This is an optimization exercise on Yosys and OpenROAD, whose aim is small area, not a production implementation.
Where RTL was checked, it was by simulation tests only, not by an equivalence proof against the original.
For runs 2, 3 and 5, only the layout was checked, not whether the RTL still works.
The clock port is modelled as an ideal driver; clocking choices that lean on that would not hold on a real chip.
Power and IR drop assume default switching activity.

$ cat flow/flow/run.sh
#!/bin/bash
# Standard synthesis and layout (standard.sh), with these layout choices changed:
#  - synthesis buffers are removed before global placement (pre_gpl.tcl);
#  - port buffers are buf_1 cells (the resizer may still upsize them);
#  - clock tree synthesis uses clkbuf_8 cells and inserts no dummy loads
#    (post_cts.tcl then swaps some for clkbuf_4 where the clock slew allows);
#  - after clock tree synthesis, cells are sized down where slack allows
#    (post_cts.tcl), and again after global routing (post_grt.tcl).
set -euo pipefail
F="$(pwd)/flow"
bash standard.sh synth > synth.log 2>&1
bash standard.sh finish \
  "PRE_GLOBAL_PLACE_TCL=$F/pre_gpl.tcl" \
  "POST_CTS_TCL=$F/post_cts.tcl" \
  "POST_GLOBAL_ROUTE_TCL=$F/post_grt.tcl" \
  "BUFFER_PORTS_ARGS=-buffer_cell sky130_fd_sc_hd__buf_1" \
  "CTS_ARGS=-sink_clustering_enable -repair_clock_nets -dont_use_dummy_load -buf_list sky130_fd_sc_hd__clkbuf_8" \
  > layout.log 2>&1
$ cat flow/flow/area_recover.tcl
# Greedy area recovery: swap each combinational cell for a smaller drive
# strength of the same cell (same function, same pins) while the setup slack
# stays at least the margin (ns) and slews and loads stay 20% below their
# limits.
proc area_recover { margin {mode -placement} } {
  set block [ord::get_db_block]
  set db [ord::get_db]
  set dont_use {*lpflow* *probe* *clkbuf* *clkinv* *clkdly* *dlygate* *df* *dl* *sdf* *edf* *tap* *fill* *decap* *conb*}
  # masters by base name (the name without its drive strength suffix)
  foreach lib [$db getLibs] {
    foreach m [$lib getMasters] {
      set n [$m getName]
      if { ![regexp {^(.*)_([0-9]+)$} $n -> base drive] } { continue }
      set skip 0
      foreach p $dont_use { if { [string match $p $n] } { set skip 1 } }
      if { $skip } { continue }
      lappend group($base) $m
    }
  }
  # a swap may not bring the worst setup slack below the margin, or below
  # what it already is when it is lower
  estimate_parasitics $mode
  set limit [expr min($margin * 1e-9, [sta::worst_slack_cmd max])]
  # and slews and loads keep 20% below their limits (or what they had)
  set slew_min [expr min(0.2, [sta::max_slew_check_slack_limit])]
  set cap_min [expr min(0.2, [sta::max_capacitance_check_slack_limit])]
  set saved 0.0
  set changed 1
  while { $changed } {
    set changed 0
    foreach inst [$block getInsts] {
      set m [$inst getMaster]
      set n [$m getName]
      if { ![regexp {^(.*)_([0-9]+)$} $n -> base drive] } { continue }
      if { ![info exists group($base)] } { continue }
      if { [lsearch -exact $group($base) $m] < 0 } { continue }
      set a0 [expr [$m getWidth] * [$m getHeight]]
      set cands {}
      foreach em $group($base) {
        set a [expr [$em getWidth] * [$em getHeight]]
        if { $a < $a0 } { lappend cands [list $a [$em getName]] }
      }
      set iname [$inst getName]
      foreach c [lsort -real -index 0 $cands] {
        replace_cell [get_cells $iname] [get_lib_cells */[lindex $c 1]]
        estimate_parasitics $mode
        if { [sta::worst_slack_cmd max] >= $limit
             && [sta::max_slew_check_slack_limit] >= $slew_min
             && [sta::max_capacitance_check_slack_limit] >= $cap_min } {
          set saved [expr $saved + $a0 - [lindex $c 0]]
          set changed 1
          break
        }
        replace_cell [get_cells $iname] [get_lib_cells */$n]
      }
    }
  }
  estimate_parasitics $mode
  puts "area_recover: [expr $saved / 1e6] um2 less"
}

# Clock tree buffers: swap each for clkbuf_4 while every flip-flop clock pin
# keeps a slew of at most max_slew (ns) and the setup slack stays as above.
proc clock_recover { max_slew margin {mode -placement} } {
  set_propagated_clock [all_clocks]
  estimate_parasitics $mode
  set limit [expr min($margin * 1e-9, [sta::worst_slack_cmd max])]
  set saved 0
  foreach inst [get_cells clkbuf_*] {
    set cell [get_property $inst ref_name]
    if { $cell != "sky130_fd_sc_hd__clkbuf_8" } { continue }
    replace_cell $inst [get_lib_cells */sky130_fd_sc_hd__clkbuf_4]
    estimate_parasitics $mode
    set worst 0
    foreach pin [get_pins -hierarchical */CLK] {
      set s [get_property $pin slew_max]
      if { $s > $worst } { set worst $s }
    }
    if { $worst <= $max_slew && [sta::worst_slack_cmd max] >= $limit } {
      incr saved
    } else {
      replace_cell $inst [get_lib_cells */$cell]
    }
  }
  estimate_parasitics $mode
  puts "clock_recover: $saved clock buffers now clkbuf_4"
}
$ cat flow/flow/post_cts.tcl
# After clock tree synthesis and its timing repair: size cells down where the
# setup slack allows, keeping 50 ps of margin; swap clock tree buffers for
# clkbuf_4 where every flip-flop clock pin keeps a slew of at most 115 ps;
# then legalize again.
source [file join [file dirname [info script]] area_recover.tcl]
repair_timing -recover_power 100 -setup_margin 0.05 -verbose
clock_recover 0.115 0.05
detailed_placement
check_placement -verbose
$ cat flow/flow/post_grt.tcl
# After global routing: swap cells for smaller drive strengths while the
# setup slack stays at least 60 ps, then legalize and reroute what moved.
source [file join [file dirname [info script]] area_recover.tcl]
global_route -start_incremental
area_recover 0.06 -global_routing
detailed_placement
check_placement -verbose
global_route -end_incremental
estimate_parasitics -global_routing
report_worst_slack -max
write_guides $::env(RESULTS_DIR)/route.guide
$ cat flow/flow/pre_gpl.tcl
# Before global placement: drop the buffers synthesis inserted. Port buffers
# are added right after this by the standard global_place.tcl (buffer_ports),
# and repair_design re-buffers any net that needs it.
remove_buffers
$ cat flow/standard.sh
#!/bin/bash
# synth_recipe.tcl (not shown) runs the flow's synth.tcl, then flattens the netlist and writes it again
# the make line also repeats each setting of config.mk as NAME=value (left out here)
make -C /OpenROAD-flow-scripts/flow DESIGN_CONFIG=/design/flow/config.mk WORK_HOME=/design/flow/orfs CLKGATE_MAP_FILE= SYNTH_SCRIPT=/design/flow/synth_recipe.tcl "${@:-finish}"
$ cat flow/config.mk
export PLATFORM = sky130hd
export DESIGN_NAME = top
export DESIGN_NICKNAME = top
export VERILOG_FILES = /design/flow/design.v
export SDC_FILE = /design/flow/constraint.sdc
export NUM_CORES = 4
export LEC_CHECK = 0
export CAP_MARGIN = 0
export CORE_MARGIN = 2
export CORE_UTILIZATION = 40
export GPL_TIMING_DRIVEN = 0
export SLEW_MARGIN = 0
$ cat flow/constraint.sdc
create_clock -name core_clock -period 5.0 [get_ports {clk}]
set_input_delay 1.0000 -clock core_clock [delete_from_list [all_inputs] [get_ports {clk}]]
set_output_delay 1.0000 -clock core_clock [all_outputs]
set_load 0.01 [all_outputs]
$ cat flow/design.v
module Debounce(
	input b,
	input clk,
	output reg d,
	output ex);
	reg s1, s0;
	assign ex = s1 & ~s0 & ~b;
	always @(posedge clk) begin
		s0 <= b;
		s1 <= (s1 & s0) | (s1 & b) | (s0 & b);
		d <= ex;
	end
endmodule
module GoButton(
	input b,
	input clk,
	input rd,
	input [1:0] r,
	output pr,
	output [1:0] rs,
	output ex);
	reg s1, s0, p;
	assign ex = ~p & s1 & ~s0 & ~b;
	assign pr = p;
	assign rs = {s1, s0};
	wire pn = ex & rd;
	always @(posedge clk) begin
		p <= pn;
		s0 <= pn ? r[0] : b;
		s1 <= pn ? r[1] : (~p & ((s1 & s0) | (s1 & b) | (s0 & b)));
	end
endmodule
module progmem(	input  clk,
		input  go,
		input  rst,
		output reg [2:0] idx);
	reg nz, p;
	wire top7 = &idx;
	wire sel8 = p & top7;
	wire inc  = p & ~top7;
	always @(posedge clk) begin
		nz <= go ? ~sel8 : (~rst & nz);
		p  <= go ? ~sel8 : (~rst & sel8);
		idx[0] <= nz & (idx[0] ^ inc);
		idx[1] <= nz & (idx[1] ^ (inc & idx[0]));
		idx[2] <= nz & (idx[2] ^ (inc & idx[0] & idx[1]));
	end
endmodule
module top(	input [1:0]op,
		input [1:0]register,
		input [7:0]data,
		input clk,
		input go,
		input prog,
		input load,
		output reg [7:0]q);
	reg [7:0] R [0:3];
	wire      pend;
	wire [1:0] rs;
	wire [2:0] k;
	wire       ldpulse;
	wire       ex;
	wire       rd;
	wire [1:0] r;
	GoButton myButton (.b(go), .clk(clk), .rd(rd), .r(r), .pr(pend), .rs(rs), .ex(ex));
	Debounce loader (.b(load), .clk(clk), .d(ldpulse), .ex());
	progmem myProgram (.clk(clk), .go(ldpulse), .rst(prog), .idx(k));
	wire k0 = (k == 3'd0);
	wire k1 = (k == 3'd1);
	wire k5 = (k == 3'd5);
	wire kar = (k[2:1] == 2'b10);
	wire [1:0] m = data[5:4];
	wire nar = (op == 2'b11);
	assign rd = prog ? k[1] : (op == 2'b01);
	assign r = prog ? {1'b0, k[0] & (k[1] | k[2])} : register;
	wire [1:0] s = prog ? {1'b0, k1 | (k == 3'd4)} : data[7:6];
	wire imm_n = ~prog & (op == 2'b00);
	wire imm_p = prog & k0;
	wire useA = prog ? kar : (nar & ~m[1]);
	wire andm = ~prog & nar & (m == 2'b10);
	wire sub  = prog ? k5 : (nar & (m == 2'b01));
	wire inv  = prog ? k5 : (nar & m[0]);
	wire wr   = prog ? ~k[1] : ((op != 2'b01) & ~(nar && m == 2'b11 && register != 2'b00));
	wire [1:0] asel = pend ? rs : r;
	wire [7:0] a = R[asel];
	wire [7:0] b = R[s];
	wire [7:0] x = (data & {8{imm_n}}) | {7'd0, imm_p} | (a & ({8{useA}} | (b & {8{andm}})));
	wire [7:0] y = (b ^ {8{inv}}) & {8{~imm_n & ~imm_p & ~andm}};
	wire [8:0] c;
	assign c[0] = sub;
	assign c[4] = 1'b0;
	genvar i;
	generate for (i = 0; i < 8; i = i + 1) begin : fa
		if (i != 3)
			assign c[i+1] = (x[i] & y[i]) | (x[i] & c[i]) | (y[i] & c[i]);
	end endgenerate
	wire [7:0] sum = x ^ y ^ c[7:0];
	wire [3:0] u = sum[7:4];
	wire c4 = (x[3] & y[3]) | (x[3] & c[3]) | (y[3] & c[3]);
	wire [3:0] allone = {u[2] & u[1] & u[0], u[1] & u[0], u[0], 1'b1};
	wire [7:0] res = {u ^ (allone & {4{c4}}), sum[3:0]};
	wire we = ex & wr;
	always @(posedge clk) begin
		if (pend)
			q <= a;
		if (we)
			R[r] <= res;
	end
endmodule
==> flow_summary.json, run 1 <==
{
  "n_antenna_cell": 0,
  "fillers": 578,
  "die_w_um": 86.2,
  "endpoint_kind": "flop",
  "clk_pin_slew_ns": 0.09,
  "max_cap_violations": 0,
  "hold_path_class": "flop to flop",
  "run_status": "complete, no violations",
  "r2r_end": "R[0][7]",
  "synth_area_sq_um": 2710,
  "cpMostUsedCell": "fa_1",
  "grt_pass1_wl_um": 9010,
  "drv_slew": 0,
  "synth_edf_count": 40,
  "min_path_cells": 1,
  "yosysUniqueCellTypes": 46,
  "finClkSkew_ns": 0.0266,
  "critPathKind": "input pin to flop",
  "max_slew_margin": 0.388,
  "grt_max_degree": 18,
  "utilization": 0.459,
  "async_flop_share": 0,
  "vias": 1692,
  "setup_viol": 0,
  "avgRoutedWirePerCell_um": 18.9,
  "synth_ff_type": "edfxtp_1",
  "r2r_start": "myProgram.idx[2]",
  "grt_pass1_vias": 1613,
  "crit_family": "adder cells",
  "nNetsFinal": 248,
  "start_util": 0.419,
  "path_buf_inv": 2,
  "ant_nets": 0,
  "min_period_ns": 4.79,
  "portBuffers": 23,
  "cp_cell_sequence": "buf_6, nand2b_1, o22a_4, mux4_2, xor2_1, nand2_1, fa_2, fa_1, fa_1, fa_1, inv_1, and3_1, nand2_1, xor2_1, xnor2_2, xnor2_2",
  "syn_nets": 221,
  "cp.arrival_ns": 4.86,
  "cpPeakStageDelay_ns": 0.54,
  "dp_hpwl_um": 3940,
  "grt_overflow": 0,
  "slowest_stage": "mux4_2",
  "hold-worst-slack_ns": 0.428,
  "io_pins": 24,
  "hold_path_end": "loader.d",
  "syn_area_per_cell_sq_um": 13.9,
  "seq_area_frac_synth": 0.525,
  "hold_start": "loader.s0",
  "tightest_slew_ns": 0.913,
  "yosys_warnings": 4,
  "cts_tree": "done",
  "setup_slack_ns": 0.207,
  "syn_to_final_growth_pct": 9.48,
  "reg2reg_depth": 15,
  "tns_ns": 0,
  "path_max_fanout": 17,
  "finalHoldViolCount": 0,
  "fin_crit_sh": 0.959,
  "pwr_density_cell_nw_per_um2": 268,
  "dr.pass1.iters": 4,
  "clkLatencyLatePin_ns": 0.36,
  "startpoint": "prog",
  "route.detailed.drc": 0,
  "antenna_found_initial": 0,
  "rrSetupSlack_ns": 0.40,
  "startpoint_type": "input pin",
  "irDropWorstVdd_uv": 121,
  "cts_sinks": 51,
  "die_h_um": 86.2,
  "ys_ff_latch": 51,
  "syn_inst": 195,
  "core-area_sq_um": 6460,
  "place_congestion": 0.810,
  "max_freq_mhz": 209,
  "cp.required_ns": 5.07,
  "drive_above_1_share": 0.155,
  "grt.total_usage": 0.164,
  "routed_wirelength_um": 5620,
  "viasPerCell": 5.70,
  "die-area_sq_um": 7440,
  "preCtsSetupSlack_ns": -0.931,
  "p_leak_nw": 1.07,
  "drt_iter0_drc": 146,
  "rows": 29
}
[cell usage after synthesis (all sizes together), types with 3 or more instances]
master / count / area (sq um)
a22o: 4 / 35.0
a22oi: 4 / 30.0
and2: 3 / 18.8
buf: 5 / 36.3
dfxtp: 11 / 220
edfxtp: 40 / 1200
fa: 6 / 120
ha: 4 / 50.1
inv: 9 / 33.8
mux4: 15 / 368
nand2: 27 / 104
nand2b: 3 / 18.8
nor2: 5 / 18.8
nor2b: 3 / 18.8
nor3: 8 / 40.0
o21a: 3 / 22.5
o21ai: 4 / 23.8
xnor2: 7 / 68.8
xor2: 8 / 70.1
[per-stage QoR]
stage               cell area [sq um]  power, mW  cells
detailed placement               2880      0.601    289
global placement                 2860      0.599    289
floorplan                        2710      0.571    195
finish                           2960      0.793    297
[cells in the final DEF (no fill, tap or decap), drive strengths merged, types with 2 or more instances in the layout]
cell type	n
fa	6
mux2	2
o21a	3
xor2	8
nor2	5
and2	3
o211ai	2
nand2b	3
nor4b	2
nor3	8
mux4	15
inv	9
clkbuf	6
xnor2	7
edfxtp	40
dfxtp	11
a22o	4
mux2i	2
o22ai	2
ha	4
buf	25
nand2	27
nand3	2
nor2b	3
a21oi	2
a22oi	4
o21ai	4
[layer usage]
layer	routed length, um	GRT usage	vias up
met2	2580	0.245	60
met5	0	0	-
met3	327	0.0343	10
met1	2580	0.236	836
li1	-	-	786
met4	129	0.0639	0
[flip-flops by register name, summed over array words and instances (netlist names)]
name	cells
myButton.p	1
myProgram.nz	1
loader.s0	1
loader.s1	1
R	32
myProgram.p	1
q	8
loader.d	1
myButton.s0	1
myProgram.idx	3
myButton.s1	1
[final cells by class]
| type | count | area (sq um) | share of cell area |
|---|---|---|---|
| clock buffers | 5 | 56.3 | 0.0190 |
| repair buffers | 26 | 106 | 0.0359 |
| well taps | 77 | 96.3 | 0.0325 |
| multi-input cells | 129 | 1250 | 0.421 |
| inverters | 9 | 33.8 | 0.0114 |
| flip-flops and latches | 51 | 1420 | 0.480 |
[kinds of logic (layout without fill, tap and decap cells)]
logic type                 Yosys count  after routing  synth area share
AOI/OAI and AO/OA                   26             26            0.0694
xor gates and xnor gates            15             15            0.0513
adders and majority gates           11             11            0.0666
buffers and inverters               15             40            0.0273
DFF                                 51             51             0.525
muxes                               19             19             0.153
and+or+nand+nor                     58             58             0.107
[worst max path at each step]
stage	endpoint	slack, ns	depth (start not counted)
floorplan	R[0][7]	0.04	17
global placement	R[2][7]	-0.85	15
detailed placement	R[0][7]	-0.93	15
finish	R[0][7]	0.21	16
[report_power, final]
group          leakage, nW  switching (mW)  internal (mW)
sequential           0.455         0.00628          0.478
clock               0.0308           0.122         0.0730
combinational        0.584          0.0668         0.0480
total                 1.07           0.195          0.598
==> run 2: changes to the inputs <==
--- a/flow/design.v
+++ b/flow/design.v
@@ -82,7 +82,7 @@
 	wire inv  = prog ? k5 : (nar & m[0]);
 	wire wr   = prog ? ~k[1] : ((op != 2'b01) & ~(nar && m == 2'b11 && register != 2'b00));
-	wire [1:0] asel = pend ? rs : r;
-	wire [7:0] a = R[asel];
-	wire [7:0] b = R[s];
+	wire [1:0] bsel = pend ? rs : s;
+	wire [7:0] a = R[r];
+	wire [7:0] b = R[bsel];
 	wire [7:0] x = (data & {8{imm_n}}) | {7'd0, imm_p} | (a & ({8{useA}} | (b & {8{andm}})));
 	wire [7:0] y = (b ^ {8{inv}}) & {8{~imm_n & ~imm_p & ~andm}};
@@ -103,5 +103,5 @@
 	always @(posedge clk) begin
 		if (pend)
-			q <= a;
+			q <= b;
 		if (we)
 			R[r] <= res;
==> run 2 against run 1 <==
  * Still clean
  * Utilization is 1.2 points lower
  * Total power up 0.32%
  * Synthesized area up 2.2%
  * First-iteration DRC count fell by 36%
  * Critical path type unchanged
==> flow_summary.json, run 2 <==
{
  "run_status": "complete, no violations",
  "die_w_um": 87.1,
  "async_flop_share": 0,
  "yosysMostFrequentCell": "edfxtp_1",
  "syn_to_final_growth_pct": 9.19,
  "vias": 1706,
  "p_sw_frac": 0.239,
  "reg2reg_depth": 17,
  "dp_hpwl_um": 3830,
  "rrSetupSlack_ns": 0.57,
  "max_slew_margin": 0.374,
  "cp.required_ns": 5.15,
  "largest_reg_flops": 32,
  "clkLatencyLatePin_ns": 0.34,
  "viasPerCell": 5.38,
  "max_cap_violations": 0,
  "synthTopCellsByCount": "edfxtp_1, mux2i_1, nand2_1",
  "setup_viol": 0,
  "critPathKind": "input pin to flop",
  "internal-power_mw": 0.606,
  "cp.arrival_ns": 4.85,
  "yosys.area_share.simple": 0.117,
  "synth_ff_type": "edfxtp_1",
  "io_pins": 24,
  "grt_max_degree": 17,
  "clk_pin_slew_ns": 0.09,
  "yosysTopAreaCell": "edfxtp_1",
  "r2r_start": "myProgram.idx[2]",
  "core-area_sq_um": 6760,
  "pwr_density_cell_nw_per_um2": 264,
  "endpoint_kind": "flop",
  "dr.pass1.iters": 4,
  "synth_area_leaders": "edfxtp_1, mux2i_1, dfxtp_1",
  "yosysUniqueCellTypes": 46,
  "ant_nets": 0,
  "drt_iter0_drc": 94,
  "cts_tree": "done",
  "totalPowerFinal_mw": 0.796,
  "synth_top_family_by_area": "multiplexers",
  "grt.total_usage": 0.157,
  "min_period_ns": 4.69,
  "nNetsFinal": 265,
  "hold_path_end": "loader.d",
  "n_antenna_cell": 0,
  "hold_path_class": "flop to flop",
  "min_path_cells": 1,
  "antenna_found_initial": 0,
  "final_common_cell": "edfxtp_1",
  "rows": 30,
  "final_cell_mix": "edfxtp_1, buf_1, mux2i_1, nand2_1",
  "p_leak_nw": 1.19,
  "fin_crit_sh": 0.939,
  "final_cells": 317,
  "r2r_end": "R[2][7]",
  "synthMuxAreaShare": 0.173,
  "synth_area_sq_um": 2760,
  "grt_pass1_wl_um": 8690,
  "irDropWorstVdd_uv": 90.9,
  "synth_top_area_share": 0.435,
  "path_max_fanout": 15,
  "syn_inst": 207,
  "utilization": 0.447,
  "max_freq_mhz": 213,
  "startpoint_type": "input pin",
  "route.detailed.drc": 0,
  "syn_area_per_cell_sq_um": 13.4,
  "grt_pass1_vias": 1726,
  "yosys.area_share.adder": 0.0652,
  "grt_overflow": 0,
  "hold_start": "loader.s0",
  "seq_area_frac_synth": 0.514,
  "p_switching_mw": 0.191,
  "p_clk_frac": 0.253,
  "avgRoutedWirePerCell_um": 17.1,
  "die_h_um": 87.1,
  "placed_cells": 305,
  "syn_nets": 233,
  "die-area_sq_um": 7590,
  "hold-worst-slack_ns": 0.420,
  "finClkSkew_ns": 0.0206,
  "tightest_slew_ns": 0.935,
  "yosys_warnings": 4,
  "cts_sinks": 51,
  "synth_edf_count": 40,
  "finalHoldViolCount": 0,
  "top_register": "R",
  "portBuffers": 23,
  "p_seq_frac": 0.606,
  "largestRegisters": "R: 32 flops, q: 8 flops, myProgram.idx: 3 flops",
  "start_util": 0.409,
  "share_comb_of_total_power": 0.141,
  "synth_compound_area_frac": 0.0607,
  "ys_ff_latch": 51,
  "place_congestion": 0.777,
  "drv_slew": 0,
  "synth_xor_area_frac": 0.0444,
  "routed_wirelength_um": 5430,
  "drive_above_1_share": 0.135
}
run 2: power by group through the flow:
stage	clock [mW]	combinational, mW	sequential, mW
finish	0.201	0.112	0.483
detailed placement	0	0.109	0.493
global placement	0	0.108	0.492
floorplan	0	0.0814	0.491
run 2: area by class of cell:
cell class	instances	area, sq um
Tap cell	80	100
Fill cell	615	3740
Sequential cell	51	1420
Clock buffer	5	62.6
Timing Repair Buffer	31	130
Inverter	8	30.0
Multi-Input combinational cell	142	1270
run 2: worst max path at each step:
stage	slack, ns	cells past startpoint	endpoint	startpoint
6_report	0.31	18	R[2][7]	prog
3_5_place_dp	-1.0	18	R[0][7]	prog
3_3_place_gp	-1.47	14	R[0][7]	prog
2_1_floorplan	0.04	17	R[0][7]	prog
run 2: cell families after synthesis:
logic type / Yosys count
compound gates: 20
xor+xnor: 14
fa+ha+maj: 11
buf+inv: 14
flops: 51
mux: 36
simple gates: 61
run 2: per-layer routing:
layer | routed length, um | GRT usage
met4 | 72 | 0.0503
met5 | 0 | 0
met1 | 2270 | 0.197
met2 | 2730 | 0.266
met3 | 354 | 0.0379
run 2: per-stage QoR:
| step | setup TNS [ns] | worst slack [ns] | instance area [sq um] |
|---|---|---|---|
| after global placement | -23.78 | -1.47 | 2910 |
| after detailed placement | -12.90 | -0.997 | 2920 |
| after floorplan | 0 | 0.0386 | 2760 |
| final | 0 | 0.307 | 3020 |
run 2: critical path: stages:
cell and delay [ns]:
buf_4 0.18, nand2b_2 0.09, o22ai_1 0.10, mux2i_4 0.23, mux2i_4 0.31, nand2_1 0.08, nand2_1 0.08, a221oi_1 0.10
fa_2 0.41, fa_1 0.45, fa_1 0.47, fa_1 0.42, inv_1 0.08, and3_1 0.18, nand2_1 0.07, xor2_1 0.16
xnor2_1 0.14, xnor2_1 0.27
==> run 3: changes to the inputs <==
--- a/flow/design.v
+++ b/flow/design.v
@@ -35,10 +35,11 @@
 		input  rst,
 		output reg [2:0] idx);
-	reg nz, p;
+	reg p, e;
 	wire top7 = &idx;
 	wire sel8 = p & top7;
 	wire inc  = p & ~top7;
+	wire nz   = p | e;
 	always @(posedge clk) begin
-		nz <= go ? ~sel8 : (~rst & nz);
+		e  <= ~go & ~rst & ~sel8 & nz;
 		p  <= go ? ~sel8 : (~rst & sel8);
 		idx[0] <= nz & (idx[0] ^ inc);
@@ -82,7 +83,7 @@
 	wire inv  = prog ? k5 : (nar & m[0]);
 	wire wr   = prog ? ~k[1] : ((op != 2'b01) & ~(nar && m == 2'b11 && register != 2'b00));
-	wire [1:0] bsel = pend ? rs : s;
-	wire [7:0] a = R[r];
-	wire [7:0] b = R[bsel];
+	wire [1:0] asel = pend ? rs : r;
+	wire [7:0] a = R[asel];
+	wire [7:0] b = R[s];
 	wire [7:0] x = (data & {8{imm_n}}) | {7'd0, imm_p} | (a & ({8{useA}} | (b & {8{andm}})));
 	wire [7:0] y = (b ^ {8{inv}}) & {8{~imm_n & ~imm_p & ~andm}};
@@ -103,5 +104,5 @@
 	always @(posedge clk) begin
 		if (pend)
-			q <= b;
+			q <= a;
 		if (we)
 			R[r] <= res;
==> run 3 against run 2 <==
  * Via count is 4.5% lower
  * Synthesized cell count down 8.7%
  * First-iteration DRC count rose by 27%
  * Critical path depth decreased by 2
  * Still clean on timing, DRC and antenna
==> flow_summary.json, run 3 <==
{
  "cts_sinks": 51,
  "syn_to_final_growth_pct": 8.77,
  "critical_path_depth": 16,
  "grt.total_usage": 0.164,
  "seq_area_frac_synth": 0.522,
  "ys_ff_latch": 51,
  "final_cells": 295,
  "largestRegisters": "R: 32 flops, q: 8 flops, myProgram.idx: 3 flops",
  "endpoint": "R[0][7]",
  "run_status": "complete, no violations",
  "grt_max_degree": 18,
  "min_period_ns": 4.77,
  "cp.arrival_ns": 4.84,
  "viasPerCell": 5.53,
  "grt_overflow": 0,
  "synthTopCellsByCount": "edfxtp_1, nor2_1, dfxtp_1, nand2_1",
  "slowest_stage": "mux4_2",
  "final_common_cell": "edfxtp_1",
  "placed_cells": 287,
  "r2r_start": "myProgram.idx[2]",
  "avgRoutedWirePerCell_um": 19.1,
  "die_h_um": 86.5,
  "portBuffers": 23,
  "yosysMostFrequentCell": "edfxtp_1",
  "finClkSkew_ns": 0.0344,
  "crit_family": "adder cells",
  "synth_ff_type": "edfxtp_1",
  "cp_cell_sequence": "buf_6, nand2b_1, o22a_4, mux4_2, xor2_1, nand2_1, fa_2, fa_1, fa_1, fa_1, inv_1, and3_1, nand2_1, xor2_2, xnor2_2, xnor2_2",
  "reg2reg_depth": 15,
  "dpl_cell_area_sq_um": 2870,
  "yosysUniqueCellTypes": 47,
  "nNetsFinal": 243,
  "largest_reg_flops": 32,
  "cts_tree": "done",
  "hold_path_class": "flop to flop",
  "final_cell_mix": "edfxtp_1, buf_1, mux4_2, nor2_1",
  "cpMostUsedCell": "fa_1",
  "antenna_found_initial": 0,
  "routed_wirelength_um": 5630,
  "ant_nets": 0,
  "die_w_um": 86.5,
  "die-area_sq_um": 7490,
  "irDropWorstVdd_uv": 83.2,
  "dr.pass1.iters": 4,
  "start_util": 0.408,
  "utilization": 0.443,
  "io_pins": 24,
  "synth_edf_count": 40,
  "clkLatencyLatePin_ns": 0.36,
  "startpoint": "prog",
  "hold-worst-slack_ns": 0.429,
  "preCtsSetupSlack_ns": -0.971,
  "rrSetupSlack_ns": 0.42,
  "yosys_warnings": 4,
  "cp.required_ns": 5.07,
  "syn_nets": 215,
  "critPathKind": "input pin to flop",
  "dp_hpwl_um": 3830,
  "rows": 30,
  "fin_crit_sh": 0.953,
  "grt_pass1_wl_um": 8990,
  "syn_area_per_cell_sq_um": 14.4,
  "max_cap_violations": 0,
  "r2r_end": "R[0][7]",
  "drive_above_1_share": 0.172,
  "route.detailed.drc": 0,
  "finalHoldViolCount": 0,
  "async_flop_share": 0,
  "max_freq_mhz": 210,
  "synth_area_leaders": "edfxtp_1, mux4_1, dfxtp_1",
  "yosysTopAreaCell": "edfxtp_1",
  "synth_top_area_share": 0.441,
  "max_slew_margin": 0.349,
  "endpoint_kind": "flop",
  "path_buf_inv": 2,
  "vias": 1630,
  "n_antenna_cell": 0,
  "path_max_fanout": 17,
  "fillers": 638,
  "p_leak_nw": 1.08,
  "startpoint_type": "input pin",
  "synth_area_sq_um": 2720,
  "syn_inst": 189,
  "top_register": "R",
  "design_area_sq_um": 2960,
  "setup_slack_ns": 0.234,
  "clk_pin_slew_ns": 0.08,
  "grt_pass1_vias": 1697,
  "core-area_sq_um": 6680,
  "tightest_slew_ns": 0.973,
  "drv_slew": 0,
  "setup_viol": 0,
  "pwr_density_cell_nw_per_um2": 266,
  "drt_iter0_drc": 119,
  "cpPeakStageDelay_ns": 0.53,
  "place_congestion": 0.731
}
run 3: cells by family (layout without fill, tap and decap cells):
logic type	after synthesis	in the layout	synth area share
and+or+nand+nor	47	47	0.0914
buffers and inverters	14	40	0.0266
AOI/OAI and AO/OA	32	32	0.0896
adders and majority gates	11	11	0.0661
xor gates and xnor gates	15	15	0.0510
muxes	19	19	0.153
DFF	51	51	0.522
run 3: worst min-delay path by stage:
stage | slack (ns) | start | depth (start not counted) | to
final | 0.43 | loader.s0 | 1 | loader.d
after detailed placement | 0.41 | loader.s0 | 1 | loader.d
after global placement | 0.41 | loader.s0 | 1 | loader.d
after floorplan | 0.40 | loader.s0 | 1 | loader.d
run 3: worst register-to-register path: cells and delay by family, from the launching register on:
family | cells | cell delay, ns
AOI/OAI and AO/OA | 1 | 0.21
DFF | 1 | 0.48
muxes | 1 | 0.53
adders and majority gates | 4 | 1.74
xor gates and xnor gates | 5 | 0.85
buffers and inverters | 1 | 0.09
and+or+nand+nor | 3 | 0.36
run 3: power breakdown:
| group | internal (mW) | leakage [nW] | switching, mW |
|---|---|---|---|
| Clock | 0.0729 | 0.0308 | 0.118 |
| Sequential | 0.477 | 0.455 | 0.00555 |
| Combinational | 0.0491 | 0.591 | 0.0658 |
| Total | 0.599 | 1.08 | 0.189 |
run 3: layout make-up:
class / instances / area (sq um) / area share
inverters: 9 / 33.8 / 0.0114
clock buffers: 5 / 56.3 / 0.0190
multi-input cells: 124 / 1240 / 0.420
well taps: 80 / 100 / 0.0338
repair buffers: 26 / 106 / 0.0359
flip-flops and latches: 51 / 1420 / 0.480
run 3: metrics by stage:
| stage | total power, mW | TNS [ns] |
|---|---|---|
| floorplan | 0.571 | 0 |
| finish | 0.789 | 0 |
| detailed placement | 0.600 | -10.86 |
| global placement | 0.598 | -10.32 |
run 3: per-layer routing:
| metal | track usage | vias up | wire length, um |
|---|---|---|---|
| met5 | 0 | - | 0 |
| met4 | 0.0341 | 0 | 55 |
| met3 | 0.0314 | 5 | 129 |
| met2 | 0.289 | 16 | 3040 |
| met1 | 0.212 | 841 | 2400 |
| li1 | - | 768 | - |
==> run 4: changes to the inputs <==
--- a/flow/design.v
+++ b/flow/design.v
@@ -35,11 +35,10 @@
 		input  rst,
 		output reg [2:0] idx);
-	reg p, e;
+	reg nz, p;
 	wire top7 = &idx;
 	wire sel8 = p & top7;
 	wire inc  = p & ~top7;
-	wire nz   = p | e;
 	always @(posedge clk) begin
-		e  <= ~go & ~rst & ~sel8 & nz;
+		nz <= go ? ~sel8 : (~rst & nz);
 		p  <= go ? ~sel8 : (~rst & sel8);
 		idx[0] <= nz & (idx[0] ^ inc);
--- a/flow/flow/run.sh
+++ b/flow/flow/run.sh
@@ -5,4 +5,6 @@
 #  - clock tree synthesis uses clkbuf_8 cells and inserts no dummy loads
 #    (post_cts.tcl then swaps some for clkbuf_4 where the clock slew allows);
+#  - no timing repair right after clock tree synthesis (it runs after global
+#    routing, with better parasitics);
 #  - after clock tree synthesis, cells are sized down where slack allows
 #    (post_cts.tcl), and again after global routing (post_grt.tcl).
@@ -13,4 +15,5 @@
   "PRE_GLOBAL_PLACE_TCL=$F/pre_gpl.tcl" \
   "POST_CTS_TCL=$F/post_cts.tcl" \
+  "SKIP_CTS_REPAIR_TIMING=1" \
   "POST_GLOBAL_ROUTE_TCL=$F/post_grt.tcl" \
   "BUFFER_PORTS_ARGS=-buffer_cell sky130_fd_sc_hd__buf_1" \
==> run 4 against run 3 <==
  * Clock power rose by 2%
  * Wire length up 0.60%
  * Via count rose by 2.9%
  * Die area shrank 0.66%
  * Global-route usage shrank 0.078 points
  * Count of clock-buffer cells in the layout unchanged
  * Design area barely moved
  * Worst hold slack about the same
  * Critical endpoint unchanged
==> flow_summary.json, run 4 <==
{
  "path_max_fanout": 17,
  "synth_top_area_share": 0.444,
  "tightest_slew_ns": 0.918,
  "syn_area_per_cell_sq_um": 13.9,
  "p_clk_frac": 0.245,
  "cts_tree": "done",
  "critPathKind": "input pin to flop",
  "top_register": "R",
  "startpoint_type": "input pin",
  "grt.total_usage": 0.164,
  "min_period_ns": 4.78,
  "routed_wirelength_um": 5660,
  "final_common_cell": "edfxtp_1",
  "drt_iter0_drc": 156,
  "avgRoutedWirePerCell_um": 18.9,
  "ys_ff_latch": 51,
  "vias": 1678,
  "route.detailed.drc": 0,
  "max_cap_violations": 0,
  "pwr_density_cell_nw_per_um2": 268,
  "syn_to_final_growth_pct": 9.57,
  "tns_ns": 0,
  "rows": 29,
  "seq_area_frac_synth": 0.525,
  "max_freq_mhz": 209,
  "grt_overflow": 0,
  "place_congestion": 0.810,
  "design_area_sq_um": 2960,
  "yosysMostFrequentCell": "edfxtp_1",
  "p_sw_frac": 0.247,
  "largest_reg_flops": 32,
  "dr.pass1.iters": 4,
  "grt_pass1_wl_um": 9000,
  "cp.arrival_ns": 4.92,
  "multi_input_area_sq_um": 1240,
  "yosysUniqueCellTypes": 46,
  "io_pins": 24,
  "ant_nets": 0,
  "totalPowerFinal_mw": 0.795,
  "share_comb_of_total_power": 0.146,
  "die-area_sq_um": 7440,
  "fin_crit_sh": 0.956,
  "synthTopCellsByCount": "edfxtp_1, nand2_1, dfxtp_1",
  "yosysTopAreaCell": "edfxtp_1",
  "max_slew_margin": 0.385,
  "p_leak_nw": 1.07,
  "grt_pass1_vias": 1603,
  "drv_slew": 0,
  "p_switching_mw": 0.196,
  "synth_area_leaders": "edfxtp_1, dfxtp_1, mux4_1",
  "finClkSkew_ns": 0.0263,
  "portBuffers": 23,
  "drive_above_1_share": 0.170,
  "clk_pin_slew_ns": 0.09,
  "finalHoldViolCount": 0,
  "yosys_warnings": 4,
  "grt_max_degree": 18,
  "start_util": 0.419,
  "dpl_cell_area_sq_um": 2880,
  "synth_ff_type": "edfxtp_1",
  "n_antenna_cell": 0,
  "synth_edf_count": 40,
  "core-area_sq_um": 6460,
  "internal-power_mw": 0.599,
  "die_w_um": 86.2,
  "setup_viol": 0,
  "viasPerCell": 5.59,
  "nNetsFinal": 251,
  "syn_inst": 195,
  "antenna_found_initial": 0,
  "regArea_sq_um": 1420,
  "largestRegisters": "R: 32 flops, q: 8 flops, myProgram.idx: 3 flops",
  "cp.required_ns": 5.14,
  "hold-worst-slack_ns": 0.428,
  "clkLatencyLatePin_ns": 0.36,
  "final_cell_mix": "edfxtp_1, buf_1, nand2_1, mux4_2, dfxtp_1",
  "syn_nets": 221,
  "die_h_um": 86.2,
  "run_status": "complete, no violations",
  "p_seq_frac": 0.609,
  "endpoint_kind": "flop",
  "dp_hpwl_um": 3940,
  "cts_sinks": 51,
  "irDropWorstVdd_uv": 121,
  "fillers": 584,
  "async_flop_share": 0,
  "synth_area_sq_um": 2710,
  "hold_path_class": "flop to flop"
}
## run 4: cell count changes after synthesis, sizes merged, moves of 2 or more
cell	previous run	this run
nand2	12	27
a21o	8	1
nor2	12	5
nor3	3	8
and2	1	3
nand2b	5	3
## run 4: power by group through the flow
stage	sequential (mW)	clock (mW)	combinational, mW
2_1_floorplan	0.492	0	0.0791
3_3_place_gp	0.493	0	0.105
3_5_place_dp	0.494	0	0.108
6_report	0.484	0.195	0.116
## run 4: path summary, 6_finish.rpt
check        slack [ns]  endpoint             start  cells after the start
min                0.43  loader.d         loader.s0                      1
max reg2reg        0.41   R[0][7]  myProgram.idx[2]                     15
min reg2reg        0.43  loader.d         loader.s0                      1
max                0.22   R[0][7]              prog                     16
## run 4: worst max-delay path: stages
cell	delay, ns
buf_4	0.23
nand2b_4	0.08
o22a_4	0.21
mux4_2	0.46
xor2_1	0.15
nand2_1	0.09
fa_2	0.39
fa_1	0.47
fa_1	0.48
fa_1	0.42
inv_1	0.09
and3_1	0.18
nand2_1	0.07
xor2_1	0.22
xnor2_2	0.11
xnor2_2	0.26
## run 4: per-stage QoR
stage	instances	utilization	worst slack [ns]
2_1_floorplan	195	-	0.0449
3_3_place_gp	289	0.442	-0.848
3_5_place_dp	289	0.445	-0.931
6_report	300	0.459	0.221
## run 4: cell families after synthesis
kind of cell             synth area share
flip-flops                          0.525
buffers and inverters              0.0273
adder cells (fa/ha/maj)            0.0666
AO/OA/AOI/OAI                      0.0694
XOR/XNOR                           0.0513
multiplexers                        0.153
AND/OR/NAND/NOR                     0.107
## run 4: final cells by class
class                   instances  share of cell area
clock buffers                   5              0.0190
repair buffers                 29              0.0384
multi-input cells             129               0.419
well taps                      77              0.0325
inverters                       9              0.0114
flip-flops and latches         51               0.480
## run 4: per-layer routing
| layer | up-vias | wire [um] | global-route usage |
|---|---|---|---|
| met5 | - | 0 | 0 |
| met4 | 0 | 75 | 0.0497 |
| met3 | 6 | 341 | 0.0400 |
| met2 | 54 | 2650 | 0.251 |
| met1 | 833 | 2590 | 0.232 |
| li1 | 785 | - | - |
==> run 5: changes to the inputs <==
--- a/flow/design.v
+++ b/flow/design.v
@@ -85,6 +85,6 @@
 	wire [7:0] a = R[asel];
 	wire [7:0] b = R[s];
-	wire [7:0] x = (data & {8{imm_n}}) | {7'd0, imm_p} | (a & ({8{useA}} | (b & {8{andm}})));
-	wire [7:0] y = (b ^ {8{inv}}) & {8{~imm_n & ~imm_p & ~andm}};
+	wire [7:0] x = a & ({8{useA}} | (b & {8{andm}}));
+	wire [7:0] y = imm_n ? data : imm_p ? 8'd1 : (b ^ {8{inv}}) & {8{~andm}};
 	wire [8:0] c;
 	assign c[0] = sub;
--- a/flow/flow/run.sh
+++ b/flow/flow/run.sh
@@ -5,6 +5,4 @@
 #  - clock tree synthesis uses clkbuf_8 cells and inserts no dummy loads
 #    (post_cts.tcl then swaps some for clkbuf_4 where the clock slew allows);
-#  - no timing repair right after clock tree synthesis (it runs after global
-#    routing, with better parasitics);
 #  - after clock tree synthesis, cells are sized down where slack allows
 #    (post_cts.tcl), and again after global routing (post_grt.tcl).
@@ -15,5 +13,4 @@
   "PRE_GLOBAL_PLACE_TCL=$F/pre_gpl.tcl" \
   "POST_CTS_TCL=$F/post_cts.tcl" \
-  "SKIP_CTS_REPAIR_TIMING=1" \
   "POST_GLOBAL_ROUTE_TCL=$F/post_grt.tcl" \
   "BUFFER_PORTS_ARGS=-buffer_cell sky130_fd_sc_hd__buf_1" \
==> run 5 against run 4 <==
  * Still clean
  * Count of clock-buffer cells in the layout unchanged
  * Flip-flop and latch count unchanged
  * Synthesized area up 4.9%
  * Utilization down 1.9 points
  * Fmax down 0.74%
  * Clock power up 3%
  * Critical endpoint is now R[1][7]
  * Largest power group unchanged
==> flow_summary.json, run 5 <==
{
  "synthMuxAreaShare": 0.123,
  "startpoint_type": "input pin",
  "avgRoutedWirePerCell_um": 16.6,
  "ys_ff_latch": 51,
  "io_pins": 24,
  "finalHoldViolCount": 0,
  "seq_area_frac_synth": 0.501,
  "nNetsFinal": 272,
  "routed_wirelength_um": 5650,
  "irDropWorstVdd_uv": 134,
  "antenna_found_initial": 0,
  "yosys.area_share.simple": 0.124,
  "portBuffers": 23,
  "clk_pin_slew_ns": 0.09,
  "max_cap_violations": 0,
  "syn_area_per_cell_sq_um": 13.0,
  "route.detailed.drc": 0,
  "viasPerCell": 5.16,
  "cts_sinks": 51,
  "async_flop_share": 0,
  "synth_top_family_by_area": "simple AND/OR/NAND/NOR gates",
  "core-area_sq_um": 6830,
  "path_max_fanout": 17,
  "grt_pass1_vias": 1811,
  "setup_slack_ns": 0.185,
  "internal-power_mw": 0.600,
  "run_status": "complete, no violations",
  "syn_nets": 244,
  "grt_max_degree": 18,
  "grt.total_usage": 0.160,
  "synth_edf_count": 40,
  "p_clk_frac": 0.256,
  "dpl_cell_area_sq_um": 3000,
  "placed_cells": 331,
  "die_w_um": 88.2,
  "drv_slew": 0,
  "grt_pass1_wl_um": 9070,
  "dr.pass1.iters": 5,
  "synth_area_sq_um": 2840,
  "share_comb_of_total_power": 0.135,
  "clkLatencyLatePin_ns": 0.34,
  "cts_tree": "done",
  "start_util": 0.415,
  "final_common_cell": "edfxtp_1",
  "min_period_ns": 4.81,
  "largestRegisters": "R: 32 flops, q: 8 flops, myProgram.idx: 3 flops",
  "synth_ff_type": "edfxtp_1",
  "n_antenna_cell": 0,
  "vias": 1756,
  "drt_iter0_drc": 67,
  "hold_path_class": "flop to flop",
  "cp.required_ns": 5.10,
  "rrSetupSlack_ns": 0.59,
  "ant_nets": 0,
  "reg2reg_depth": 15,
  "dp_hpwl_um": 3930,
  "yosysTopAreaCell": "edfxtp_1",
  "yosys.area_share.adder": 0.0635,
  "synth_area_leaders": "edfxtp_1, dfxtp_1, mux4_2",
  "max_freq_mhz": 208,
  "p_sw_frac": 0.237,
  "top_register": "R",
  "rows": 30,
  "yosys_warnings": 4,
  "drive_above_1_share": 0.0738,
  "design_area_sq_um": 3000,
  "yosysUniqueCellTypes": 50,
  "critPathKind": "input pin to flop",
  "largest_reg_flops": 32,
  "yosysMostFrequentCell": "edfxtp_1",
  "final_cells": 340,
  "tightest_slew_ns": 1.13,
  "fin_crit_sh": 0.963,
  "synthTopCellsByCount": "edfxtp_1, nor2_1, a21oi_1",
  "preCtsSetupSlack_ns": -0.518,
  "final_cell_mix": "edfxtp_1, buf_1, nor2_1, a21oi_1",
  "cp.arrival_ns": 4.92,
  "endpoint_kind": "flop",
  "die_h_um": 88.2,
  "synth_top_area_share": 0.423,
  "p_leak_nw": 1.11,
  "setup_viol": 0,
  "finClkSkew_ns": 0.00928,
  "grt_overflow": 0,
  "synth_xor_area_frac": 0.0489,
  "syn_to_final_growth_pct": 5.86,
  "p_switching_mw": 0.187,
  "die-area_sq_um": 7780,
  "p_seq_frac": 0.609,
  "place_congestion": 0.764,
  "syn_inst": 218,
  "synth_compound_area_frac": 0.110,
  "max_slew_margin": 0.247,
  "min_path_cells": 1,
  "pwr_density_cell_nw_per_um2": 262
}
## run 5: changes by cell type after synthesis, moves of 3 or more
cell and change:
mux2_1 +7, a21oi_1 +13, mux4_1 -8, nand3_1 +3, nor3_1 -6, mux2i_1 +9, nor2_1 +12, a22o_1 +3
inv_1 -3, nor2b_1 +8, nand2_1 -19
## run 5: final timing paths
| check | end | startpoint |
|---|---|---|
| min | loader.d | loader.s0 |
| min reg2reg | loader.d | loader.s0 |
| max | R[1][7] | prog |
| max reg2reg | R[1][7] | myButton.p |
## run 5: area by class of cell
| type | count | area [sq um] |
|---|---|---|
| fill | 681 | 3830 |
| sequential | 51 | 1420 |
| multi-input combinational | 154 | 1270 |
| tap | 96 | 120 |
| timing repair buffer | 28 | 110 |
| clock buffer | 5 | 62.6 |
| inverter | 6 | 22.5 |
## run 5: metrics by stage
stage | power [mW] | utilization | TNS (ns) | hold slack (ns)
2_1_floorplan | 0.571 | - | 0 | 0.398
3_3_place_gp | 0.595 | 0.437 | -9.70 | 0.407
3_5_place_dp | 0.598 | 0.439 | -5.39 | 0.411
6_report | 0.787 | 0.440 | 0 | 0.434
## run 5: cells by family after synthesis
group                      count (synthesis)
and+or+nand+nor                           63
DFF                                       51
AOI/OAI and AO/OA                         40
muxes                                     25
xor gates and xnor gates                  15
buffers and inverters                     13
adders and majority gates                 11
## run 5: worst max-delay path: stages
cell and delay, ns:
buf_2 0.19, nor2b_1 0.21, a21oi_2 0.31, buf_4 0.23, mux4_2 0.53, xor2_1 0.17
a22o_1 0.22, ha_1 0.22, fa_1 0.45, fa_1 0.60, nand4_1 0.12, xnor2_1 0.21
xnor2_1 0.11, xnor2_1 0.34
## run 5: power groups by stage
stage	Sequential, mW	Clock (mW)	Combinational [mW]
after global placement	0.489	0	0.106
after floorplan	0.488	0	0.0825
final	0.480	0.201	0.106
after detailed placement	0.490	0	0.108
## run 5: per-layer routing
metal / share of wire / wire length [um] / GRT usage
met5: 0 / 0 / 0
met3: 0.029 / 162 / 0.0317
met1: 0.44 / 2470 / 0.198
met2: 0.52 / 2960 / 0.287
met4: 0.0099 / 56 / 0.0413
==> run 6: changes to the inputs <==
==> flow/design.v (replaced) <==
module Debounce(
	input b,
	input clk,
	output reg d,
	output ex);
	reg s1, s0;
	assign ex = s1 & ~s0 & ~b;
	always @(posedge clk) begin
		s0 <= b;
		s1 <= (s1 & s0) | (s1 & b) | (s0 & b);
		d <= ex;
	end
endmodule
module progmem(	input  clk,
		input  go,
		input  rst,
		output reg [11:0] data);
	reg [2:0] idx;
	reg nz, p;
	wire top7 = &idx;
	wire sel8 = p & top7;
	wire inc  = p & ~top7;
	always @(posedge clk) begin
		nz <= go ? ~sel8 : (~rst & nz);
		p  <= go ? ~sel8 : (~rst & sel8);
		idx[0] <= nz & (idx[0] ^ inc);
		idx[1] <= nz & (idx[1] ^ (inc & idx[0]));
		idx[2] <= nz & (idx[2] ^ (inc & idx[0] & idx[1]));
	end
	always @(*)
		case (idx)
			3'd0: data = 12'b000000000001;
			3'd1: data = 12'b100001000000;
			3'd2: data = 12'b010000000000;
			3'd3: data = 12'b010100000000;
			3'd4: data = 12'b110001000000;
			3'd5: data = 12'b110100010000;
			3'd6: data = 12'b010000000000;
			default: data = 12'b010100000000;
		endcase
endmodule
module top(	input [1:0]op,
		input [1:0]register,
		input [7:0]data,
		input clk,
		input go,
		input prog,
		input load,
		output reg [7:0]q);
	reg [7:0] R [0:3];
	reg [1:0] o;
	reg [1:0] r;
	reg [7:0] d;
	wire [11:0] rom;
	wire        ldpulse;
	wire        button;
	Debounce myButton (.b(go), .clk(clk), .d(button), .ex());
	Debounce loader (.b(load), .clk(clk), .d(ldpulse), .ex());
	progmem myProgram (.clk(clk), .go(ldpulse), .rst(prog), .data(rom));
	always @(posedge clk) begin
		o <= prog ? rom[11:10] : op;
		r <= prog ? rom[9:8] : register;
		d <= prog ? rom[7:0] : data;
	end
	wire [1:0] s = d[7:6];
	wire [1:0] m = d[5:4];
	wire [7:0] a = R[r];
	wire [7:0] b = R[s];
	wire imm  = (o == 2'b00);
	wire ar   = (o == 2'b11);
	wire andm = ar & (m == 2'b10);
	wire useA = ar & ~m[1];
	wire sub  = ar & (m == 2'b01);
	wire inv  = ar & m[0];
	wire [7:0] x = imm ? d : (a & ({8{useA}} | (b & {8{andm}})));
	wire [7:0] y = (b ^ {8{inv}}) & {8{~imm & ~andm}};
	wire [8:0] c;
	assign c[0] = sub;
	genvar i;
	generate for (i = 0; i < 8; i = i + 1) begin : fa
		assign c[i+1] = (x[i] & y[i]) | (x[i] & c[i]) | (y[i] & c[i]);
	end endgenerate
	wire [7:0] sum = x ^ y ^ c[7:0];
	wire [7:0] res = sum;
	wire we = button & (o != 2'b01) & ~(o == 2'b11 && m == 2'b11 && r != 2'b00);
	always @(posedge clk) begin
		if (button & (o == 2'b01))
			q <= a;
		if (we)
			R[r] <= res;
	end
endmodule
==> run 6 against run 5 <==
  * Die area up 3.6%
  * First-iteration DRC count is 27% higher
  * Critical path depth unchanged
  * Global-route usage shrank 0.89 points
  * Clock skew is 0.037 ns higher
  * Sequential power is 25% higher
  * Design area up 5.7%
  * Via count decreased by 6.2%
  * Utilization rose by 0.28 points
  * Worst hold slack got worse by 0.028 ns
  * Combinational power increased by 5%
  * Wire length down 0.76%
  * Largest cell class unchanged
  * Largest power group unchanged
  * Highest routed layer unchanged
==> flow_summary.json, run 6 <==
{
  "run_status": "complete, no violations",
  "final_cells": 322,
  "design_area_sq_um": 3180,
  "met3_wirelength_um": 223,
  "antenna_found_initial": 0,
  "final_cell_mix": "edfxtp_1, buf_1, dfxtp_1, nand2_1",
  "syn_inst": 201,
  "irDropWorstVdd_uv": 102,
  "dp_hpwl_um": 3940,
  "start_util": 0.410,
  "path_max_fanout": 9,
  "grt.total_usage": 0.151,
  "max_freq_mhz": 211,
  "drt_iter0_drc": 85,
  "die-area_sq_um": 8060,
  "cts_sinks": 63,
  "placed_cells": 313,
  "viasPerCell": 5.11,
  "finalHoldViolCount": 0,
  "p_switching_mw": 0.235,
  "hold_path_class": "flop to flop",
  "syn_nets": 226,
  "preCtsSetupSlack_ns": -0.185,
  "syn_area_per_cell_sq_um": 14.6,
  "fin_crit_sh": 0.948,
  "synth_ff_type": "edfxtp_1",
  "synth_area_sq_um": 2940,
  "drive_above_1_share": 0.121,
  "nNetsFinal": 250,
  "avgRoutedWirePerCell_um": 17.4,
  "die_w_um": 89.8,
  "dpl_cell_area_sq_um": 3090,
  "critPathKind": "flop to flop",
  "drv_slew": 0,
  "grt_pass1_vias": 1665,
  "wl_met2_um": 2590,
  "yosysTopAreaCell": "edfxtp_1",
  "syn_to_final_growth_pct": 7.86,
  "top_register": "R",
  "yosys_warnings": 3,
  "setup_slack_ns": 0.261,
  "finClkSkew_ns": 0.0459,
  "synth_edf_count": 40,
  "io_pins": 24,
  "yosysUniqueCellTypes": 40,
  "cp.required_ns": 5.06,
  "startpoint_type": "flop",
  "async_flop_share": 0,
  "max_cap_violations": 0,
  "maxUsedRoutingLayer": "met4",
  "p_leak_nw": 1.15,
  "vias": 1647,
  "tightest_slew_ns": 0.819,
  "grt_pass1_wl_um": 9050,
  "final_common_cell": "edfxtp_1",
  "endpoint_kind": "flop",
  "internal-power_mw": 0.736,
  "ys_ff_latch": 63,
  "largest_reg_flops": 32,
  "ant_nets": 0,
  "pwr_density_cell_nw_per_um2": 306,
  "die_h_um": 89.8,
  "clk_pin_slew_ns": 0.10,
  "place_congestion": 0.806,
  "synth_top_area_share": 0.408,
  "synth_area_leaders": "edfxtp_1, dfxtp_1, mux4_2",
  "totalPowerFinal_mw": 0.971,
  "route.detailed.drc": 0,
  "p_sw_frac": 0.242,
  "max_slew_margin": 0.452,
  "dr.pass1.iters": 4,
  "cp.arrival_ns": 4.80,
  "core-area_sq_um": 7180,
  "cts_tree": "done",
  "min_period_ns": 4.74,
  "n_antenna_cell": 0,
  "share_comb_of_total_power": 0.114,
  "portBuffers": 23,
  "grt_overflow": 0,
  "p_clk_frac": 0.266,
  "met1_length_um": 2710,
  "grt_max_degree": 17,
  "seq_area_frac_synth": 0.564,
  "largestRegisters": "R: 32 flops, d: 8 flops, q: 8 flops",
  "setup_viol": 0,
  "rows": 31,
  "yosysMostFrequentCell": "edfxtp_1",
  "synthTopCellsByCount": "edfxtp_1, dfxtp_1, nand2_1",
  "clkLatencyLatePin_ns": 0.34,
  "p_seq_frac": 0.620,
  "routed_wirelength_um": 5600
}
[run 6: cell count changes in the layout (fill, tap and decap cells not counted), moves of 5 or more]
cell      before  now
a21oi_1       15    1
nand2_1        8   19
nor2_1        17    7
xor2_1        10    1
mux4_1         0    6
mux2_1         7    0
dfxtp_1       11   20
clkbuf_4       1    7
nand3_1        5    0
[run 6: worst paths after layout]
| check | start | to | slack, ns | cells after the start |
|---|---|---|---|---|
| setup / recovery | d[6] | R[1][7] | 0.26 | 14 |
| hold / removal | loader.s0 | loader.d | 0.41 | 1 |
| setup reg to reg | d[6] | R[1][7] | 0.26 | 14 |
| hold reg to reg | loader.s0 | loader.d | 0.41 | 1 |
[run 6: cell families after synthesis]
logic type / share of synthesized area
buf+inv: 0.0378
mux: 0.170
compound gates: 0.0671
fa+ha+maj: 0.0629
simple gates: 0.0859
flops: 0.564
xor+xnor: 0.0119
[run 6: metrics by stage]
| stage | utilization | hold slack (ns) | TNS (ns) |
|---|---|---|---|
| 2_1_floorplan | - | 0.398 | 0 |
| 3_3_place_gp | 0.429 | 0.407 | -0.575 |
| 3_5_place_dp | 0.431 | 0.413 | -0.739 |
| 6_report | 0.443 | 0.405 | 0 |
[run 6: power by group through the flow]
stage,registers [mW],logic (mW),clock network (mW)
2_1_floorplan,0.601,0.0879,0
3_3_place_gp,0.614,0.105,0
3_5_place_dp,0.614,0.109,0
6_report,0.602,0.111,0.259
[run 6: final cells by class]
type | instances | area [sq um]
Timing Repair Buffer | 24 | 90.1
Clock buffer | 9 | 80.1
Fill cell | 666 | 4000
Sequential cell | 63 | 1670
Inverter | 10 | 37.5
Multi-Input combinational cell | 117 | 1170
Tap cell | 99 | 124
[run 6: critical path: stages, from the launching register on]
cell     delay [ns]
dfxtp_4        0.44
mux4_2         0.59
nand2_1        0.09
nand2_1        0.05
a22oi_1        0.23
fa_1           0.26
fa_1           0.17
inv_1          0.05
fa_1           0.37
fa_1           0.43
fa_1           0.48
fa_1           0.49
fa_1           0.46
xnor2_1        0.26
xnor2_2        0.12
[run 6: layer usage]
layer | up-vias | track usage
li1 | 799 | -
met1 | 808 | 0.208
met2 | 34 | 0.227
met3 | 6 | 0.0386
met4 | 0 | 0.0705
met5 | - | 0

==> what the ideal ports hide <==
How much do the figures lean on ideal ports? The routed layouts below were timed once more, with nothing changed but the port constraints.
Step 1 assumes that a clkbuf_16 drives the clock port and a buf_2 every other input.
Step 2 also shifts input and output timing later by t, the mid clock arrival at the registers, as if the neighbouring blocks saw the same clock.
Slacks: ideal / step 1 / step 2; pairs: ideal / step 1.
run	t, ns	setup slack, ns	hold WS [ns]	worst setup path at the end	slew at the worst register clock pin (ns)
run 1	0.374	0.207 / 0.202 / -0.172	0.428 / 0.428 / 0.428	input to register	0.11 / 0.11
run 2	0.361	0.307 / 0.312 / -0.049	0.420 / 0.420 / 0.420	input to register	0.09 / 0.09
run 3	0.370	0.234 / 0.229 / -0.142	0.429 / 0.429 / 0.429	input to register	0.12 / 0.12
run 4	0.376	0.221 / 0.218 / -0.158	0.428 / 0.428 / 0.428	input to register	0.11 / 0.11
run 5	0.357	0.185 / 0.193 / -0.164	0.434 / 0.434 / 0.434	input to register	0.09 / 0.09
run 6	0.351	0.261 / 0.261 / 0.261	0.405 / 0.405 / 0.405	register to register	0.10 / 0.10
With both steps, setup timing fails in 5 of these runs, where it was met with ideal ports.
